This is an optimization exercise on Yosys and OpenROAD, whose aim is small area and a short achievable clock period, not a production implementation.
Power and IR drop assume default switching activity.

== build 47 ==
==> module add_jump_cpu, before the edit <==
module add_jump_cpu (
    input               clk,
    input               rst,
    input        [15:0] value,
    input        [1:0]  dest,
    input        [1:0]  src,
    input               add,
    input               jump,
    input               prog,
    input               advance,
    output   [3:0]  pc,
    output   [15:0] o_b,
    output   [15:0] o_r0,
    output   [15:0] o_r1,
    output   [15:0] o_r2,
    output   [15:0] o_r3,
    output   [31:0] w2_dbg,
    output          asm_store_clk_dbg
);
    reg  [3:0]  pc_r;
    reg  [15:0] r0, r1, r2, r3;
    reg  [20:0] mem [0:15];
    reg  [20:0] ir;
    wire        store = prog & (add | jump);
    wire [20:0] asm_inst = {jump, src, dest, value};
    assign w2_dbg = {5'b0, {3{jump}}, 2'b0, src, 2'b0, dest, value};
    assign asm_store_clk_dbg = store;
    wire [20:0] cur = prog ? asm_inst : ir;
    wire        c_jump = cur[20];
    wire [1:0]  c_rd   = cur[17:16];
    wire [15:0] c_imm  = cur[15:0];
    wire [3:0]  irsel = {ir[19:18] == 2'd3, ir[19:18] == 2'd2,
                         ir[19:18] == 2'd1, ir[19:18] == 2'd0};
    wire [15:0] b_ir;
    wire [15:0] b;
    wire [3:0]  ssel_lo, ssel_hi;
    wire        np_lo, np_hi;
    aj_srcdec u_sdec_lo (.prog(prog), .src(src), .s(ssel_lo), .np(np_lo));
    aj_srcdec u_sdec_hi (.prog(prog), .src(src), .s(ssel_hi), .np(np_hi));
    genvar j;
    generate
        for (j = 0; j < 16; j = j + 1) begin : rd_b
            aj_ao4 u_ir (.s(irsel), .d({r3[j], r2[j], r1[j], r0[j]}), .y(b_ir[j]));
            aj_ob5 u_b  (.s(j < 8 ? ssel_lo : ssel_hi), .d({r3[j], r2[j], r1[j], r0[j]}),
                         .np(j < 8 ? np_lo : np_hi), .bi(b_ir[j]), .y(b[j]));
        end
    endgenerate
    wire        imm_v  = prog & ~jump;
    wire        imm_i  = ~prog & ~ir[20];
    wire [15:0] add_imm;
    genvar m;
    generate
        for (m = 0; m < 16; m = m + 1) begin : aimm
            aj_ao22 u (.a0(imm_v), .b0(value[m]), .a1(imm_i), .b1(ir[m]), .y(add_imm[m]));
        end
    endgenerate
    wire [15:0] result;
    adder_nbits u_add (
        .a (b),
        .b (add_imm),
        .s (result)
    );
    wire [15:0] wdata = result & {16{~rst}};
    wire [3:0]  r_en  = {4{rst}} |
                        ({4{advance}} & {c_rd == 2'd3, c_rd == 2'd2, c_rd == 2'd1, c_rd == 2'd0});
    always @(posedge clk) begin
        if (r_en[0]) r0 <= wdata;
        if (r_en[1]) r1 <= wdata;
        if (r_en[2]) r2 <= wdata;
        if (r_en[3]) r3 <= wdata;
    end
    wire [3:0] pc_next = rst     ? 4'h0 :
                         advance ? (c_jump ? c_imm[3:0] : pc_r + 4'h1) :
                                   pc_r;
    always @(posedge clk)
        pc_r <= pc_next;
    wire [15:0] oh_pc  = 16'h1 << pc_r;
    wire [15:0] oh_pc1 = {oh_pc[14:0], oh_pc[15]};
    wire [15:0] oh_jmp = 16'h1 << c_imm[3:0];
    wire [3:0]  nx_j, nx_q, nx_h;
    wire [15:0] oh_next;
    genvar c;
    generate
        for (c = 0; c < 4; c = c + 1) begin : nctl
            aj_pcctl u (.rst(rst), .advance(advance), .prog(prog), .jump(jump),
                        .ir_jump(ir[20]), .j(nx_j[c]), .q(nx_q[c]), .h(nx_h[c]));
        end
    endgenerate
    wire [15:0] oh_next2;
    aj_ohn0 u_nxt0 (.j(nx_j[0]), .a(oh_jmp[0]), .q(nx_q[0]), .b(oh_pc1[0]),
                    .h(nx_h[0]), .c(oh_pc[0]), .z(rst), .y(oh_next[0]));
    aj_ohn0 u_nxt0b (.j(nx_j[0]), .a(oh_jmp[0]), .q(nx_q[0]), .b(oh_pc1[0]),
                     .h(nx_h[0]), .c(oh_pc[0]), .z(rst), .y(oh_next2[0]));
    genvar n;
    generate
        for (n = 1; n < 16; n = n + 1) begin : nxt
            aj_ohn u (.j(nx_j[n/4]), .a(oh_jmp[n]), .q(nx_q[n/4]), .b(oh_pc1[n]),
                      .h(nx_h[n/4]), .c(oh_pc[n]), .y(oh_next[n]));
            aj_ohn u2 (.j(nx_j[n/4]), .a(oh_jmp[n]), .q(nx_q[n/4]), .b(oh_pc1[n]),
                       .h(nx_h[n/4]), .c(oh_pc[n]), .y(oh_next2[n]));
        end
    endgenerate
    genvar w;
    generate
        for (w = 0; w < 16; w = w + 1) begin : word
            always @(posedge clk)
                if (store && oh_pc[w])
                    mem[w] <= asm_inst;
        end
    endgenerate
    wire        hit = store && (pc_next == pc_r);
    wire [20:0] mem_next;
    genvar k;
    generate
        for (k = 0; k < 21; k = k + 1) begin : rd_ir
            aj_ao16 u (.s(k < 11 ? oh_next : oh_next2), .hit(hit), .a(asm_inst[k]),
                       .d({mem[15][k], mem[14][k], mem[13][k], mem[12][k],
                           mem[11][k], mem[10][k], mem[9][k],  mem[8][k],
                           mem[7][k],  mem[6][k],  mem[5][k],  mem[4][k],
                           mem[3][k],  mem[2][k],  mem[1][k],  mem[0][k]}),
                       .y(mem_next[k]));
        end
    endgenerate
    always @(posedge clk)
        ir <= mem_next;
    assign pc   = pc_r;
    assign o_b  = b;
    assign o_r0 = r0;
    assign o_r1 = r1;
    assign o_r2 = r2;
    assign o_r3 = r3;
endmodule
export LEC_CHECK = 0
export CAP_MARGIN = 20
export CORE_MARGIN = 2
export CORE_UTILIZATION = 60
export SETUP_SLACK_MARGIN = 2.3
export SLEW_MARGIN = 20
export SYNTH_HIERARCHICAL = 1
create_clock -name core_clock -period 5.5 [get_ports {clk}]
standard.sh (not shown) runs the stock make flow with config.mk's settings and CLKGATE_MAP_FILE= SYNTH_SCRIPT=/design/flow/synth_recipe.tcl, a recipe that flattens the netlist after the stock synthesis.
==> flow/flow/run.sh <==
#!/bin/bash
# Standard ORFS layout with three changes: ports are buffered with a plain
# buf_2 instead of the delay cell buffer_ports picks; adders are left as plain
# gates for ABC (no half/full adder cell extraction), so ABC can build a fast
# carry tree; and the clock tree uses clkbuf_8 leaves over larger clusters,
# without dummy loads.
set -euo pipefail
bash standard.sh finish \
    "BUFFER_PORTS_ARGS=-buffer_cell sky130_fd_sc_hd__buf_2" \
    ADDER_MAP_FILE= MATCH_CELL_FOOTPRINT=0 \
    "CTS_ARGS=-sink_clustering_enable -repair_clock_nets -dont_use_dummy_load -buf_list sky130_fd_sc_hd__clkbuf_8 -sink_clustering_size 16 -sink_clustering_max_diameter 60" \
    > standard_flow.log 2>&1
Build 47 completed; timing, DRC and antenna clean
The following lists how build 43 was set up differently from build 47:
--- a/flow/design.v
+++ b/flow/design.v
@@ -234,14 +234,18 @@
     wire [15:0] b_ir;
     wire [15:0] b;
-    wire [3:0]  ssel_lo, ssel_hi;
-    wire        np_lo, np_hi;
-    aj_srcdec u_sdec_lo (.prog(prog), .src(src), .s(ssel_lo), .np(np_lo));
-    aj_srcdec u_sdec_hi (.prog(prog), .src(src), .s(ssel_hi), .np(np_hi));
+    wire [3:0]  ssel [0:3];
+    wire [3:0]  np;
+    genvar q;
+    generate
+        for (q = 0; q < 4; q = q + 1) begin : sdec
+            aj_srcdec u (.prog(prog), .src(src), .s(ssel[q]), .np(np[q]));
+        end
+    endgenerate
     genvar j;
     generate
         for (j = 0; j < 16; j = j + 1) begin : rd_b
             aj_ao4 u_ir (.s(irsel), .d({r3[j], r2[j], r1[j], r0[j]}), .y(b_ir[j]));
-            aj_ob5 u_b  (.s(j < 8 ? ssel_lo : ssel_hi), .d({r3[j], r2[j], r1[j], r0[j]}),
-                         .np(j < 8 ? np_lo : np_hi), .bi(b_ir[j]), .y(b[j]));
+            aj_ob5 u_b  (.s(ssel[j/4]), .d({r3[j], r2[j], r1[j], r0[j]}),
+                         .np(np[j/4]), .bi(b_ir[j]), .y(b[j]));
         end
     endgenerate
@@ -261,12 +265,15 @@
         .s (result)
     );
-    wire [15:0] wdata = result & {16{~rst}};
-    wire [3:0]  r_en  = {4{rst}} |
-                        ({4{advance}} & {c_rd == 2'd3, c_rd == 2'd2, c_rd == 2'd1, c_rd == 2'd0});
     always @(posedge clk) begin
-        if (r_en[0]) r0 <= wdata;
-        if (r_en[1]) r1 <= wdata;
-        if (r_en[2]) r2 <= wdata;
-        if (r_en[3]) r3 <= wdata;
+        if (rst) begin
+            r0 <= 16'h0; r1 <= 16'h0; r2 <= 16'h0; r3 <= 16'h0;
+        end else if (advance) begin
+            case (c_rd)
+                2'd0: r0 <= result;
+                2'd1: r1 <= result;
+                2'd2: r2 <= result;
+                default: r3 <= result;
+            endcase
+        end
     end
     wire [3:0] pc_next = rst     ? 4'h0 :
==> notes.md <==
- Compared with build 47, build 43 degrades total wirelength of the detailed-routed design.
- When the final numbers for build 43 and build 47 were put side by side, the CTS buffer count turned out to be greater in build 43.
- Synthesized cell count in build 43 is 10% above build 47.
- Compared with build 47, build 43 shows final worst setup slack higher by 83 ps.
- Between build 43 and build 47, the area after synthesis is higher for build 43.
- Maximum frequency: build 43 > build 47
- Looking at clock-buffer cell count, build 43 sits about 3% above build 47.
- Build 43 vs. build 47: power went down by 1.5 mW.
- Diff build 47 -> build 43 | sequential share of layout area | decrease of 3.9 points
No run of this note included a check of the RTL's function; only the layout flow was run.

[what the ideal ports hide]
The flow's constraints put no driver on any port. The routed layouts listed below were extracted and timed again, unchanged, in two steps.
Step 1 assumes that a clkbuf_16 drives the clock port and a buf_2 every other input.
Step 2 adds t to the input delays and takes it off the output delays; t is the mean of the earliest and latest rising clock arrival at the registers after step 1. Input paths then give back, and output paths get back, about the clock's delay inside the block.
Slacks: no drivers / after step 1 / after step 2; pairs: no drivers / after step 1.
| run | shift t [ns] | setup WS [ns] | worst setup path after step 2 | clock arrival spread, ns |
|---|---|---|---|---|
| build 47 | 0.584 | 2.221 / 2.172 / 1.805 | input to register | 0.054 / 0.054 |
| build 43 | 0.581 | 2.304 / 2.128 / 1.739 | input to register | 0.038 / 0.039 |
After both steps setup and hold are still met in every run listed. For build 43, which loses most, drivers alone change the setup slack by -0.176 ns; drivers and shift together by -0.565 ns.
